Background: an optimization exercise with open tools, aiming at small area and a short achievable clock period. Do not read the settings as production practice.
The RTL was checked by simulation tests, not by an equivalence proof against the original design.
No activity file was given, so power comes from the tool's default toggle rates.

## job 2990
## whac_core
module whac_core (
    input  wire        clk,
    input  wire        rst,         
    input  wire        pause,
    input  wire        ps2_clk,
    input  wire        ps2_data,
    output wire [11:0] x_pos,
    output wire [11:0] y_pos,
    output wire        left_btn,
    output wire        right_btn,
    output wire [11:0] mole_up,
    output wire        is_start,
    output wire [3:0]  level,
    output wire [2:0]  live,
    output wire [15:0] score,
    output wire [5:0]  note,
    output wire        beep
);
Settings: LEC_CHECK=0, ABC_AREA=1, CAP_MARGIN=20, CORE_MARGIN=2, CORE_UTILIZATION=60, CTS_CLUSTER_DIAMETER=150, CTS_CLUSTER_SIZE=25, PLACE_DENSITY=0.7, SLEW_MARGIN=20; clock period 80.0 ns.
standard.sh (not shown) runs the stock make flow with config.mk's settings and CLKGATE_MAP_FILE= SYNTH_SCRIPT=/design/flow/synth_recipe.tcl, a recipe that flattens the netlist after the stock synthesis.
==> flow/flow/run.sh <==
#!/bin/bash
set -euo pipefail
rm -rf scripts_abc
cp -r "$FLOW_HOME/scripts" scripts_abc
printf 'strash\ndch\nmap -a\ntopo\n' > scripts_abc/abc_area.script
export SCRIPTS_DIR="$PWD/scripts_abc"
export BUFFER_PORTS_ARGS="-buffer_cell sky130_fd_sc_hd__buf_2"
export SETUP_SLACK_MARGIN=62.8
bash standard.sh > standard.log 2>&1
Job 2990 closes out successfully: all stages finished, all timing, DRC and antenna checks passed.
The inputs of job 2276 differ from those of job 2990 as listed below.
==> flow/flow/run.sh <==
#!/bin/bash
set -euo pipefail
rm -rf scripts_abc
cp -r "$FLOW_HOME/scripts" scripts_abc
printf 'strash\ndch\nmap -a\ntopo\nstrash\ndch\nmap -a\ntopo\n' > scripts_abc/abc_area.script
export SCRIPTS_DIR="$PWD/scripts_abc"
export BUFFER_PORTS_ARGS="-buffer_cell sky130_fd_sc_hd__buf_2"
export SETUP_SLACK_MARGIN=62.8
bash standard.sh > standard.log 2>&1
--- outcome ---
Job 2276: all stages complete, timing, DRC and antenna checks passed
Row post-synthesis xor/xnor area fraction: job 2276 lower / job 2990 higher
On pin count of the biggest net entering global routing, the lower figure sits with job 2990, not job 2276.
In the flow results for job 2990 and job 2276, the share of power burned in registers is smaller on job 2990.
Number of non-clock buffers in job 2276 is 4 below job 2990.
Portion of the layout cell area used by non-clock buffers came out lower on job 2276 than on job 2990.
The count of clock-buffer cells in the layout in job 2276 was higher than what job 2990 gave.
In job 2276 the number of cells traversed by the worst hold path turned out 1 lower than in job 2990.
Of the two values seen for class of the most critical setup path, in -> reg was produced by job 2990 and reg -> out by job 2276.
Compared with job 2990, in job 2276 routed wirelength normalized by instance count up 0.56%, setup slack went up.
Comparing job 2990 with job 2276, the fmax came out essentially unchanged.
Of the two values seen for highest-delay cell along the critical path, sky130_fd_sc_hd__or4_2 was produced by job 2990 and sky130_fd_sc_hd__dfxtp_2 by job 2276.
Looking at sum of internal, switching and leakage power across both flows, job 2276 is the stronger of the two, with job 2990 trailing.
Inputs modified between job 2276 and job 1274:
Settings: changing PLACE_DENSITY from 0.7 to 0.85; changing CORE_UTILIZATION from 60 to 75.
==> flow/flow/run.sh <==
#!/bin/bash
set -euo pipefail
export BUFFER_PORTS_ARGS="-buffer_cell sky130_fd_sc_hd__buf_2"
export SETUP_SLACK_MARGIN=62.8
bash standard.sh > standard.log 2>&1
## What came out
NOTE cell count after placement job 2276->job 1274 increased by a few percent
Between job 1274 and job 2276, the area taken by flip-flops and latches does not differ in any meaningful way.
Looking at synthesized-area fraction occupied by adder cells across job 1274 and job 2276, the one that comes out lower is job 1274.
In terms of maximum operating frequency, job 1274 and job 2276 differ only marginally.
Looking at multi-input logic portion of the cell area, job 1274 sits 1.7 points higher than job 2276 does.
Going from job 2276 to job 1274, worst-case vdd ir drop now smaller; total power ~0 delta.
diff inputs: job 1274 => job 2103
Settings: CORE_UTILIZATION now 60, was 75; PLACE_DENSITY now 0.7, was 0.85.
==> flow/flow/run.sh <==
#!/bin/bash
set -euo pipefail
rm -rf scripts_abc
cp -r "$FLOW_HOME/scripts" scripts_abc
printf 'strash\ndch\nmap -a\ntopo\nstrash\ndch\nmap -a\ntopo\n' > scripts_abc/abc_area.script
export SCRIPTS_DIR="$PWD/scripts_abc"
export BUFFER_PORTS_ARGS="-buffer_cell sky130_fd_sc_hd__buf_1"
export SETUP_SLACK_MARGIN=62.8
bash standard.sh > standard.log 2>&1
[summary]
Job 1274 went all the way through synthesis, placement and routing and the layout is clean on timing, DRC and antenna. Job 2103: PASS, flow complete, no timing, DRC or antenna violations. The portion of total power attributed to combinational logic of job 2103 falls short of that of job 1274 by 1.5 points. Going from job 1274 to job 2103, global placement routability congestion shrinks by 0.072. Core util | job 2103 vs job 1274 | job 2103 lower. Setup WNS job 1274 -> job 2103: worse. Going from job 1274 to job 2103, cell count dropped about 4%; number of violations reported at the end of detailed-routing iteration 0 dropped about 36%; number of iterations in the first detailed-routing pass dropped 4; number of placed instances with taps included dropped 87; non-clock buffer count dropped 2. Delta (job 2103 minus job 1274): total power now sits at about the same level; share of final layout cell area taken by non-clock buffers decreased 0.61 points.

== job 2408 ==
Starting RTL as in the previous note.
export LEC_CHECK = 0
export ABC_AREA = 1
export CAP_MARGIN = 20
export CORE_MARGIN = 2
export CORE_UTILIZATION = 60
export CTS_CLUSTER_DIAMETER = 150
export CTS_CLUSTER_SIZE = 25
export PLACE_DENSITY = 0.7
export SLEW_MARGIN = 20
create_clock -name core_clock -period 80.0 [get_ports {clk}]
==> flow/flow/run.sh <==
#!/bin/bash
set -euo pipefail
rm -rf scripts_abc
cp -r "$FLOW_HOME/scripts" scripts_abc
printf 'strash\ndch\nmap -a\ntopo\nstrash\ndch\nmap -a\ntopo\nstrash\ndch\nmap -a\ntopo\n' > scripts_abc/abc_area.script
export SCRIPTS_DIR="$PWD/scripts_abc"
export BUFFER_PORTS_ARGS="-buffer_cell sky130_fd_sc_hd__buf_2"
export SETUP_SLACK_MARGIN=62.8
bash standard.sh > standard.log 2>&1
Relative to job 2408, the following input files were edited for job 8686:
==> flow/flow/run.sh <==
#!/bin/bash
set -euo pipefail
export BUFFER_PORTS_ARGS="-buffer_cell sky130_fd_sc_hd__buf_2"
export SETUP_SLACK_MARGIN=62.8
bash standard.sh > standard.log 2>&1
==> comparison <==
In summary, job 8686 completed successfully, with a layout that passed the timing, design-rule and antenna checks.
Compared with job 2408, job 8686 shows a lower clock share of power.
Compared with job 2408, job 8686 shows a global-route met1 utilization that is 1.7 points lower.
Job 2408 -> job 8686: sequential power flat
Per the comparison of job 8686 with job 2408, inverter count of the layout excluding clock inverters rose about 7%; area enclosed by the die boundary rose about 7%; fraction of area in non-clock buffers fell 0.26 points.
From job 2408 to job 8686 the numbers moved as follows: starting utilization of the core area now smaller, instance area after placement +4.8%, met3 usage was more or less identical, post-synthesis instance area grew by 900 sq um.
--- input diff job 8686..job 4920 ---
diff --git a/flow/flow/run.sh b/flow/flow/run.sh
--- a/flow/flow/run.sh
+++ b/flow/flow/run.sh
@@ -4 +4 @@
-export SETUP_SLACK_MARGIN=62.8
+export SETUP_SLACK_MARGIN=62.7
Results
The leakage power figure on job 4920 is in line with that on job 8686. Job 4920 finished every stage and its layout cleared the timing, design-rule and antenna checks. The worst setup path endpoint comes out note[3] in one run and x_pos[6] in the other, namely in job 8686 and job 4920 respectively. Going from job 8686 to job 4920, final area stayed essentially flat, post-cts resize count went down by 10, final total power saw little to no change, setup slack shows a reduction of 0.058 ns.

==> afterwards: timing with drivers on the ports <==
How much do the figures lean on ideal ports? The routed layouts below were timed once more, with nothing changed but the port constraints. Step 1 (the two cells are an assumption about what drives the block):
set clk [get_ports {clk}]
set_driving_cell -lib_cell sky130_fd_sc_hd__clkbuf_16 $clk
set_driving_cell -lib_cell sky130_fd_sc_hd__buf_2 [delete_from_list [all_inputs] $clk]
Step 2 moves the port delays by t, midway between the first and last clock arrival at a register: inputs arrive t later, outputs are due t later. That takes back most of the time a late clock gives input paths. a / b / c = ideal ports / drivers / drivers and shift; a / b = the first two.
run | t, ns | slack for setup (ns) | worst setup path after step 2 | latest minus earliest clock arrival (ns) | worst data-port slew with drivers (ns)
job 2990 | 0.485 | 62.833 / 62.786 / 62.377 | input to register | 0.012 / 0.012 | 0.03
job 2276 | 0.487 | 62.849 / 62.798 / 62.453 | input to register | 0.013 / 0.013 | 0.03
job 1274 | 0.482 | 62.841 / 62.797 / 62.418 | input to register | 0.012 / 0.011 | 0.06
job 2103 | 0.493 | 62.837 / 62.786 / 62.474 | input to register | 0.015 / 0.014 | 0.03
job 2408 | 0.484 | 62.807 / 62.758 / 62.505 | input to register | 0.013 / 0.013 | 0.03
job 8686 | 0.481 | 62.846 / 62.798 / 62.481 | input to register | 0.014 / 0.013 | 0.07
job 4920 | 0.483 | 62.788 / 62.740 / 62.488 | input to register | 0.013 / 0.013 | 0.07
After both steps every run listed still meets setup and hold. For job 2990, which loses most, drivers alone change the setup slack by -0.047 ns; drivers and shift together by -0.456 ns.
